This is an optimization exercise on Yosys and OpenROAD, whose aim is small area, a short achievable clock period and few clock cycles per item, not a production implementation. In this exercise RTL edits were held to simulation tests only and were not proved equivalent to the original. No activity file was given, so power comes from the tool's default toggle rates.

### config.mk
export PLATFORM = sky130hd
export DESIGN_NAME = rv32_alu_core
export DESIGN_NICKNAME = rv32_alu_core
export VERILOG_FILES = /design/flow/design.v
export SDC_FILE = /design/flow/constraint.sdc
export NUM_CORES = 4
export LEC_CHECK = 0
export CAP_MARGIN = 20
export CORE_MARGIN = 2
export CORE_UTILIZATION = 40
export SLEW_MARGIN = 20
export SYNTH_HIERARCHICAL = 1
### constraint.sdc
create_clock -name core_clock -period 6.5 [get_ports {clk}]
set_input_delay 1.3000 -clock core_clock [delete_from_list [all_inputs] [get_ports {clk}]]
set_output_delay 1.3000 -clock core_clock [all_outputs]
set_load 0.01 [all_outputs]
### design.v
module ALU (
    input  [31:0] a,
    input  [31:0] bx,
    input         sub,
    input         sra,
    input         left,
    input         op_add,
    input         op_sh,
    input         op_slt,
    input         op_sltu,
    input         op_xor,
    input         op_or,
    input         op_and,
    output [31:0] result
);
wire [33:0] t    = {1'b0, a, 1'b1} + {1'b0, bx, sub};
wire [31:0] sum  = t[32:1];
wire        ltu  = ~t[33];
wire        lt   = (a[31] ^ ~bx[31]) ? a[31] : ltu;
reg  [31:0] ra, sh;
wire [31:0] sr;
integer k;
always @(*) for (k = 0; k < 32; k = k + 1) ra[k] = left ? a[31-k] : a[k];
wire        fill = sra & a[31] & ~left;
wire [63:0] sx   = {{32{fill}}, ra} >> bx[4:0];
assign sr = sx[31:0];
always @(*) for (k = 0; k < 32; k = k + 1) sh[k] = left ? sr[31-k] : sr[k];
assign result = ({32{op_add}} & sum)
              | ({32{op_sh}}  & sh)
              | ({32{op_xor}} & (a ^ bx))
              | ({32{op_or}}  & (a | bx))
              | ({32{op_and}} & (a & bx))
              | {31'd0, (op_slt & lt) | (op_sltu & ltu)};
endmodule
module rdport (
    input  [4:0]  ra,
    input  [31:0] m1, m2, m3, m4, m5, m6, m7, m8, m9, m10, m11, m12, m13, m14, m15, m16,
    input  [31:0] m17, m18, m19, m20, m21, m22, m23, m24, m25, m26, m27, m28, m29, m30, m31,
    output [31:0] rd
);
wire [31:0] s = 32'd1 << ra;
wire [31:0] y0, y1, y2, y3, y4, y5, y6, y7, y8, y9, y10;
aoi222x32 u0  (.s0(s[1]),  .s1(s[2]),  .s2(s[3]),  .d0(m1),  .d1(m2),  .d2(m3),  .y(y0));
aoi222x32 u1  (.s0(s[4]),  .s1(s[5]),  .s2(s[6]),  .d0(m4),  .d1(m5),  .d2(m6),  .y(y1));
aoi222x32 u2  (.s0(s[7]),  .s1(s[8]),  .s2(s[9]),  .d0(m7),  .d1(m8),  .d2(m9),  .y(y2));
aoi222x32 u3  (.s0(s[10]), .s1(s[11]), .s2(s[12]), .d0(m10), .d1(m11), .d2(m12), .y(y3));
aoi222x32 u4  (.s0(s[13]), .s1(s[14]), .s2(s[15]), .d0(m13), .d1(m14), .d2(m15), .y(y4));
aoi222x32 u5  (.s0(s[16]), .s1(s[17]), .s2(s[18]), .d0(m16), .d1(m17), .d2(m18), .y(y5));
aoi222x32 u6  (.s0(s[19]), .s1(s[20]), .s2(s[21]), .d0(m19), .d1(m20), .d2(m21), .y(y6));
aoi222x32 u7  (.s0(s[22]), .s1(s[23]), .s2(s[24]), .d0(m22), .d1(m23), .d2(m24), .y(y7));
aoi222x32 u8  (.s0(s[25]), .s1(s[26]), .s2(s[27]), .d0(m25), .d1(m26), .d2(m27), .y(y8));
aoi222x32 u9  (.s0(s[28]), .s1(s[29]), .s2(s[30]), .d0(m28), .d1(m29), .d2(m30), .y(y9));
aoi222x32 u10 (.s0(s[31]), .s1(1'b0),  .s2(1'b0),  .d0(m31), .d1(m31), .d2(m31), .y(y10));
assign rd = ~(y0 & y1 & y2 & y3 & y4 & y5 & y6 & y7 & y8 & y9 & y10);
endmodule
module aoi222x32 (
    input         s0, s1, s2,
    input  [31:0] d0, d1, d2,
    output [31:0] y
);
assign y = ~((d0 & {32{s0}}) | (d1 & {32{s1}}) | (d2 & {32{s2}}));
endmodule
module rv32_alu_core (
    input         clk,
    input         rst,           
    input  [31:0] instr,         
    input         instr_valid,
    output        instr_ready,
    output        wb_valid,      
    output [4:0]  wb_rd,
    output [31:0] wb_data
);
assign instr_ready = 1'b1;
reg        s0_v;
reg [31:7] s0_i;
reg        s0_r;                 
reg        s1_v;
reg [4:0]  s1_rd;
reg [31:0] s1_a;
reg [31:0] s1_b;                 
reg        s1_fa, s1_fb;         
reg        s1_sub;               
reg        s1_sra;               
reg        s1_left;              
reg        s1_add, s1_sh, s1_slt, s1_sltu, s1_xor, s1_or, s1_and;
reg        w_v;
reg [4:0]  w_rd;
reg [31:0] w_res;
reg [31:0] mem [1:31];
always @(posedge clk) begin
    s0_v <= instr_valid & ~rst;
    s0_i <= instr[31:7];
    s0_r <= instr[5];
end
wire [4:0] s0_rs1 = s0_i[19:15];
wire [4:0] s0_rs2 = s0_i[24:20];
wire [4:0] s0_rd  = s0_i[11:7];
wire [2:0] s0_f3  = s0_i[14:12];
wire [31:0] rf1, rf2;
rdport u_rp1 (.ra(s0_rs1), .rd(rf1),
    .m1(mem[1]), .m2(mem[2]), .m3(mem[3]), .m4(mem[4]), .m5(mem[5]), .m6(mem[6]), .m7(mem[7]),
    .m8(mem[8]), .m9(mem[9]), .m10(mem[10]), .m11(mem[11]), .m12(mem[12]), .m13(mem[13]), .m14(mem[14]), .m15(mem[15]),
    .m16(mem[16]), .m17(mem[17]), .m18(mem[18]), .m19(mem[19]), .m20(mem[20]), .m21(mem[21]), .m22(mem[22]), .m23(mem[23]),
    .m24(mem[24]), .m25(mem[25]), .m26(mem[26]), .m27(mem[27]), .m28(mem[28]), .m29(mem[29]), .m30(mem[30]), .m31(mem[31]));
rdport u_rp2 (.ra(s0_rs2), .rd(rf2),
    .m1(mem[1]), .m2(mem[2]), .m3(mem[3]), .m4(mem[4]), .m5(mem[5]), .m6(mem[6]), .m7(mem[7]),
    .m8(mem[8]), .m9(mem[9]), .m10(mem[10]), .m11(mem[11]), .m12(mem[12]), .m13(mem[13]), .m14(mem[14]), .m15(mem[15]),
    .m16(mem[16]), .m17(mem[17]), .m18(mem[18]), .m19(mem[19]), .m20(mem[20]), .m21(mem[21]), .m22(mem[22]), .m23(mem[23]),
    .m24(mem[24]), .m25(mem[25]), .m26(mem[26]), .m27(mem[27]), .m28(mem[28]), .m29(mem[29]), .m30(mem[30]), .m31(mem[31]));
wire w_wr  = w_v  & (w_rd  != 5'd0);
wire s1_wr = s1_v & (s1_rd != 5'd0);
wire [31:0] op1 = (w_wr & (w_rd == s0_rs1)) ? w_res : rf1;
wire [31:0] op2 = (w_wr & (w_rd == s0_rs2)) ? w_res : rf2;
wire [31:0] imm = {{20{s0_i[31]}}, s0_i[31:20]};
wire s0_sub = (s0_f3 == 3'd2) | (s0_f3 == 3'd3) | ((s0_f3 == 3'd0) & s0_r & s0_i[30]);
always @(posedge clk) begin
    s1_v    <= s0_v & ~rst;
    s1_rd   <= s0_rd;
    s1_a    <= op1;
    s1_b    <= (s0_r ? op2 : imm) ^ {32{s0_sub}};
    s1_fa   <= s1_wr & (s1_rd == s0_rs1);
    s1_fb   <= s1_wr & (s1_rd == s0_rs2) & s0_r;
    s1_sub  <= s0_sub;
    s1_sra  <= s0_i[30];
    s1_left <= (s0_f3 == 3'd1);
    s1_add  <= (s0_f3 == 3'd0);
    s1_sh   <= (s0_f3 == 3'd1) | (s0_f3 == 3'd5);
    s1_slt  <= (s0_f3 == 3'd2);
    s1_sltu <= (s0_f3 == 3'd3);
    s1_xor  <= (s0_f3 == 3'd4);
    s1_or   <= (s0_f3 == 3'd6);
    s1_and  <= (s0_f3 == 3'd7);
end
wire [31:0] a  = s1_fa ? w_res : s1_a;
wire [31:0] bx = s1_fb ? (w_res ^ {32{s1_sub}}) : s1_b;
wire [31:0] alu_res;
ALU u_alu (
    .a      (a),
    .bx     (bx),
    .sub    (s1_sub),
    .sra    (s1_sra),
    .left   (s1_left),
    .op_add (s1_add),
    .op_sh  (s1_sh),
    .op_slt (s1_slt),
    .op_sltu(s1_sltu),
    .op_xor (s1_xor),
    .op_or  (s1_or),
    .op_and (s1_and),
    .result (alu_res)
);
always @(posedge clk) begin
    w_v   <= s1_v & ~rst;
    w_rd  <= s1_rd;
    w_res <= alu_res;
end
genvar i;
generate
    for (i = 1; i < 32; i = i + 1) begin : g_reg
        always @(posedge clk)
            if (w_v && w_rd == i) mem[i] <= w_res;
    end
endgenerate
assign wb_valid = w_v;
assign wb_rd    = w_rd;
assign wb_data  = w_res;
endmodule
### run.sh
#!/bin/bash
# synth_recipe.tcl (not shown) runs the flow's synth.tcl, then flattens the netlist and writes it again
# the make line also repeats each setting of config.mk as NAME=value (left out here)
make -C /OpenROAD-flow-scripts/flow DESIGN_CONFIG=/design/flow/config.mk WORK_HOME=/design/flow/orfs CLKGATE_MAP_FILE= SYNTH_SCRIPT=/design/flow/synth_recipe.tcl finish
==> impl_metrics.prom <==
# TYPE chip_impl_metric gauge
chip_impl_info{name="status",value="complete, no violations"} 1
chip_impl_metric{name="detail-route-antenna-nets",unit=""} 0
chip_impl_metric{name="die_area",unit="um^2"} 136000
chip_impl_metric{name="finalPower",unit="mW"} 18.8
chip_impl_metric{name="pin_count_of_the_biggest_net_entering_global_routing",unit=""} 57
chip_impl_metric{name="timing.hold.ws",unit="ns"} 0.326
chip_impl_metric{name="synthesis.area_per_instance",unit="um^2"} 14.2
chip_impl_info{name="type_of_the_worst_min_delay_path",value="register to register"} 1
chip_impl_metric{name="drtIter0Drc",unit=""} 10200
chip_impl_info{name="clock-root-buffer",value="sky130_fd_sc_hd__clkbuf_16"} 1
chip_impl_info{name="timing.critical_path.to_type",value="register"} 1
chip_impl_metric{name="post_cts.repair.setup_buffers",unit=""} 0
chip_impl_metric{name="drcViolationCount",unit=""} 0
chip_impl_info{name="crit_path_start",value="s1_fb"} 1
chip_impl_metric{name="cap_viol_max_count",unit=""} 0
chip_impl_metric{name="routedWlPerCell",unit="um"} 38.1
chip_impl_metric{name="post_synth_edffs",unit=""} 992
chip_impl_metric{name="worst_skew_pair.late_latency",unit="ns"} 0.78
chip_impl_metric{name="max_slew_margin",unit="%"} 15.0
chip_impl_info{name="post_synth_main_area_contributors",value="sky130_fd_sc_hd__edfxtp_1, sky130_fd_sc_hd__a222oi_1, sky130_fd_sc_hd__dfxtp_1"} 1
chip_impl_metric{name="max-vdd-ir-drop",unit="mV"} 0.220
chip_impl_metric{name="leak_pwr",unit="nW"} 19.1
chip_impl_metric{name="final_layout_size_suffix_gt1_share",unit="%"} 15.2
chip_impl_metric{name="wirelength",unit="um"} 215000
chip_impl_metric{name="grt_antenna_before_repair",unit=""} 39
chip_impl_metric{name="route.vias.total",unit=""} 41400
chip_impl_metric{name="post-route-worst-setup-slack",unit="ns"} 1.56
chip_impl_metric{name="finalHoldViolCount",unit=""} 0
chip_impl_info{name="worstHoldStart",value="s0_i[7]"} 1
chip_impl_metric{name="cts.path.max_buffers",unit=""} 3
chip_impl_info{name="yosys_most_used_dff",value="sky130_fd_sc_hd__edfxtp_1"} 1
chip_impl_metric{name="layout_min_cycle_time",unit="ns"} 4.94
chip_impl_info{name="holdPathEnd",value="s1_rd[0]"} 1
chip_impl_metric{name="clk_pin_slew_worst_paths",unit="ns"} 0.06
chip_impl_metric{name="yosysUniqueCellTypes",unit=""} 82
chip_impl_metric{name="data_required_critical_path",unit="ns"} 7.12
chip_impl_metric{name="fin_crit_sh",unit="%"} 75.9
chip_impl_info{name="grt_setup_unrepaired",value="no"} 1
chip_impl_metric{name="synthArstFlopShare",unit="%"} 0
chip_impl_info{name="endpoint_of_the_most_critical_register_to_register_path",value="w_res[0]"} 1
chip_impl_metric{name="boundaryPins",unit=""} 74
chip_impl_metric{name="ctsResizeCount",unit=""} 0
chip_impl_info{name="cp-start-kind",value="register"} 1
chip_impl_metric{name="detail_route.vias_per_cell",unit=""} 7.33
chip_impl_metric{name="final_net_count",unit=""} 3868
chip_impl_metric{name="arrival",unit="ns"} 5.56
chip_impl_metric{name="floorplan.initialDensity",unit="%"} 40.3
chip_impl_info{name="synth_top_cell_by_area",value="sky130_fd_sc_hd__edfxtp_1"} 1
chip_impl_metric{name="io_buffers",unit=""} 66
chip_impl_metric{name="floorplan.core_area",unit="um^2"} 132000
chip_impl_metric{name="postSynthRegisterBits",unit=""} 1139
chip_impl_metric{name="cts_htree_levels",unit=""} 3
chip_impl_metric{name="pwr-share-clk",unit="%"} 35.5
chip_impl_info{name="tritoncts",value="built"} 1
chip_impl_metric{name="rr_worst_depth",unit=""} 13
chip_impl_metric{name="switching_share",unit="%"} 29.5
chip_impl_metric{name="gp_congestion",unit=""} 0.981
chip_impl_metric{name="min_path_cells",unit=""} 0
chip_impl_metric{name="firstDrtPassIters",unit=""} 17
chip_impl_metric{name="switchingPower",unit="mW"} 5.55
chip_impl_metric{name="dp_slack",unit="ns"} 1.74
chip_impl_metric{name="cp_max_fo",unit=""} 38
chip_impl_metric{name="area_delta_synth_final",unit="%"} 11.7
chip_impl_info{name="r2r_start",value="s1_fb"} 1
chip_impl_metric{name="grt_pass1_vias",unit=""} 38000
chip_impl_metric{name="seq_area_frac_synth",unit="%"} 61.7
chip_impl_metric{name="floorplan.die.height",unit="um"} 368
chip_impl_metric{name="cellPowerDensity",unit="nW/um^2"} 317
chip_impl_metric{name="dp_hpwl",unit="um"} 133000
chip_impl_metric{name="pwr-share-seq",unit="%"} 47.6
chip_impl_metric{name="floorplan.rows",unit=""} 133
chip_impl_info{name="timing.setup.critical_path_class",value="register to register"} 1
chip_impl_metric{name="overflow",unit=""} 0
chip_impl_metric{name="fin_worst_skew",unit="ns"} 0.0347
chip_impl_info{name="post_synth_most_frequent_cells",value="sky130_fd_sc_hd__edfxtp_1, sky130_fd_sc_hd__a222oi_1, sky130_fd_sc_hd__nor2_1"} 1
chip_impl_metric{name="netlist_instances",unit=""} 3731
chip_impl_metric{name="wire_length_of_the_first_global_routing_pass",unit="um"} 295000
chip_impl_metric{name="gr-usage-all-layers",unit="%"} 30.6
chip_impl_metric{name="final_max_slew_viol_count",unit=""} 0
chip_impl_metric{name="proportion_of_power_drawn_by_combinational_gates",unit="%"} 16.8
chip_impl_metric{name="die_span_x",unit="um"} 368
chip_impl_metric{name="setup_tns",unit="ns"} 0
chip_impl_metric{name="numCtsBuffers",unit=""} 118
chip_impl_metric{name="ys_warn_count",unit=""} 10
chip_impl_metric{name="fmax",unit="MHz"} 203
chip_impl_info{name="yosys.cell_count.top_type",value="sky130_fd_sc_hd__edfxtp_1"} 1
chip_impl_metric{name="cellInternalPower",unit="mW"} 13.3
chip_impl_metric{name="clkSinkCount",unit=""} 1139
chip_impl_metric{name="cts_hold_buffers",unit=""} 0
chip_impl_metric{name="regToRegSetupSlack",unit="ns"} 1.56
chip_impl_metric{name="max_slew.worst_pin.slew",unit="ns"} 1.27
chip_impl_metric{name="syn_area",unit="um^2"} 53100
chip_impl_metric{name="finalSetupViolations",unit=""} 0
chip_impl_metric{name="synth_largest_type_area_fraction",unit="%"} 56.1
layout by cell type, fill, tap and decap left out, drive strengths merged, types with 14 or more instances in the layout:
cell type / n
inv: 92
a21oi: 110
clkbuf: 171
o211ai: 16
xnor2: 68
nand4: 156
ha: 64
o21ai: 90
mux2i: 30
nor3: 42
xor2: 29
a222oi: 705
diode: 20
mux4: 58
o311ai: 18
nand2b: 24
clkdlybuf4s50: 66
buf: 153
mux2: 82
a31oi: 16
nor2: 206
nand2: 113
conb: 21
or3: 73
clkinv: 37
nand3: 82
edfxtp: 992
a311oi: 14
dfxtp: 147
a21o: 14
kinds of logic (layout without fill, tap and decap cells):
kind of cell | after synthesis | count (layout) | share of synthesized area, %
other | 3 | 41 | 0.0212
flip-flops | 1139 | 1139 | 61.7
AND/OR/NAND/NOR | 750 | 750 | 7.15
buffers and inverters | 410 | 531 | 5.08
multiplexers | 170 | 170 | 4.77
XOR/XNOR | 97 | 97 | 1.60
adder cells (fa/ha/maj) | 65 | 65 | 1.55
AO/OA/AOI/OAI | 1097 | 1097 | 18.1
metal layers:
metal	GRT usage (%)	wire length (um)	share of wire [%]	up-vias
li1	-	-	-	16400
met5	0.0356	135	0.063	-
met1	39.5	75700	35	20500
met3	11.9	35100	16	648
met4	17.3	13800	6.4	20
met2	43.9	90400	42	3770
state kept, by name, summed over array words and instances, names as in the netlist, 5 cells and up:
| register | flops |
|---|---|
| w_rd | 5 |
| s1_a | 32 |
| s1_b | 32 |
| s1_rd | 5 |
| s0_i | 25 |
| w_res | 32 |
| mem | 992 |
worst max-delay path: stages, from the launching register on:
cell and delay (ns):
sky130_fd_sc_hd__dfxtp_2 0.78, sky130_fd_sc_hd__buf_4 0.45, sky130_fd_sc_hd__nor2_1 0.13, sky130_fd_sc_hd__a21oi_4 0.13, sky130_fd_sc_hd__buf_4 0.46, sky130_fd_sc_hd__ha_1 0.36
sky130_fd_sc_hd__a211oi_1 0.09, sky130_fd_sc_hd__o31a_1 0.33, sky130_fd_sc_hd__o21ai_1 0.40, sky130_fd_sc_hd__a21oi_1 0.15, sky130_fd_sc_hd__o211ai_1 0.57, sky130_fd_sc_hd__a31oi_1 0.36
sky130_fd_sc_hd__o311ai_0 0.45, sky130_fd_sc_hd__nand2_1 0.09
per-stage QoR:
stage | std cells | util (%) | instance area, um^2
2_1_floorplan | 3749 | - | 53100
4_1_cts | 5623 | 45.0 | 59200
6_report | 5645 | 45.0 | 59300
5_1_grt | 5626 | 45.0 | 59200
3_3_place_gp | 5401 | 42.1 | 55500
3_5_place_dp | 5401 | 42.1 | 55500
modules after synthesis, one instance, submodules excluded:
module	cell area, um^2	flops+latches	times used	cells
rv32_alu_core	35800	1139	1	1594
ALU	6370	0	1	883
aoi222x32	403	0	22	41
rdport	993	0	2	176
how the worst max path moves through the flow:
stage / to
final: w_res[0]
after global routing: w_res[0]
after CTS: w_res[0]
after detailed placement: w_res[0]
after global placement: w_res[0]
after floorplan: w_res[19]
power by group through the flow:
stage / clock network (mW) / logic (mW) / registers, mW
after global placement: 0 / 2.98 / 9.08
after floorplan: 0 / 1.53 / 9.04
final: 6.69 / 3.17 / 8.96
after global routing: 7.00 / 3.28 / 8.96
after detailed placement: 0 / 3.00 / 9.09
after CTS: 6.71 / 3.02 / 8.94
final cells by class:
| type | count | area (um^2) |
|---|---|---|
| Inverter | 90 | 338 |
| Clock inverter | 51 | 490 |
| Antenna cell | 20 | 50.0 |
| Tap cell | 1755 | 2200 |
| Clock buffer | 171 | 3260 |
| Fill cell | 11600 | 72300 |
| Timing Repair Buffer | 219 | 1850 |
| Multi-Input combinational cell | 2200 | 18300 |
| Sequential cell | 1139 | 32800 |
Testbench counts, summed over its fixed seeds: cycles 16,272, items 16,248.

[afterwards: timing with drivers on the ports]
Ports are ideal in the flow. The routed layout listed here was re-timed in OpenROAD.
Step 1, drivers: a clkbuf_16 drives clk and a buf_2 each remaining input, both assumed.
Step 2 times the ports against the registers' clock, not the clock port: input delays grow and output delays shrink by t, the midpoint of the rising clock arrivals with the driver on.
Three values: ideal ports, drivers, drivers and shift; two values: the first two.
t, ns: 0.843
setup WS [ns]: 1.564 / 1.564 / 1.564
worst register clock-pin slew, ns: 0.06 / 0.06
worst data-port slew with drivers (ns): 0.04
cell pins on the clock port's net: 1
After both steps this run still meets setup and hold. For this run, drivers alone change the setup slack by 0.000 ns; drivers and shift together by 0.000 ns.
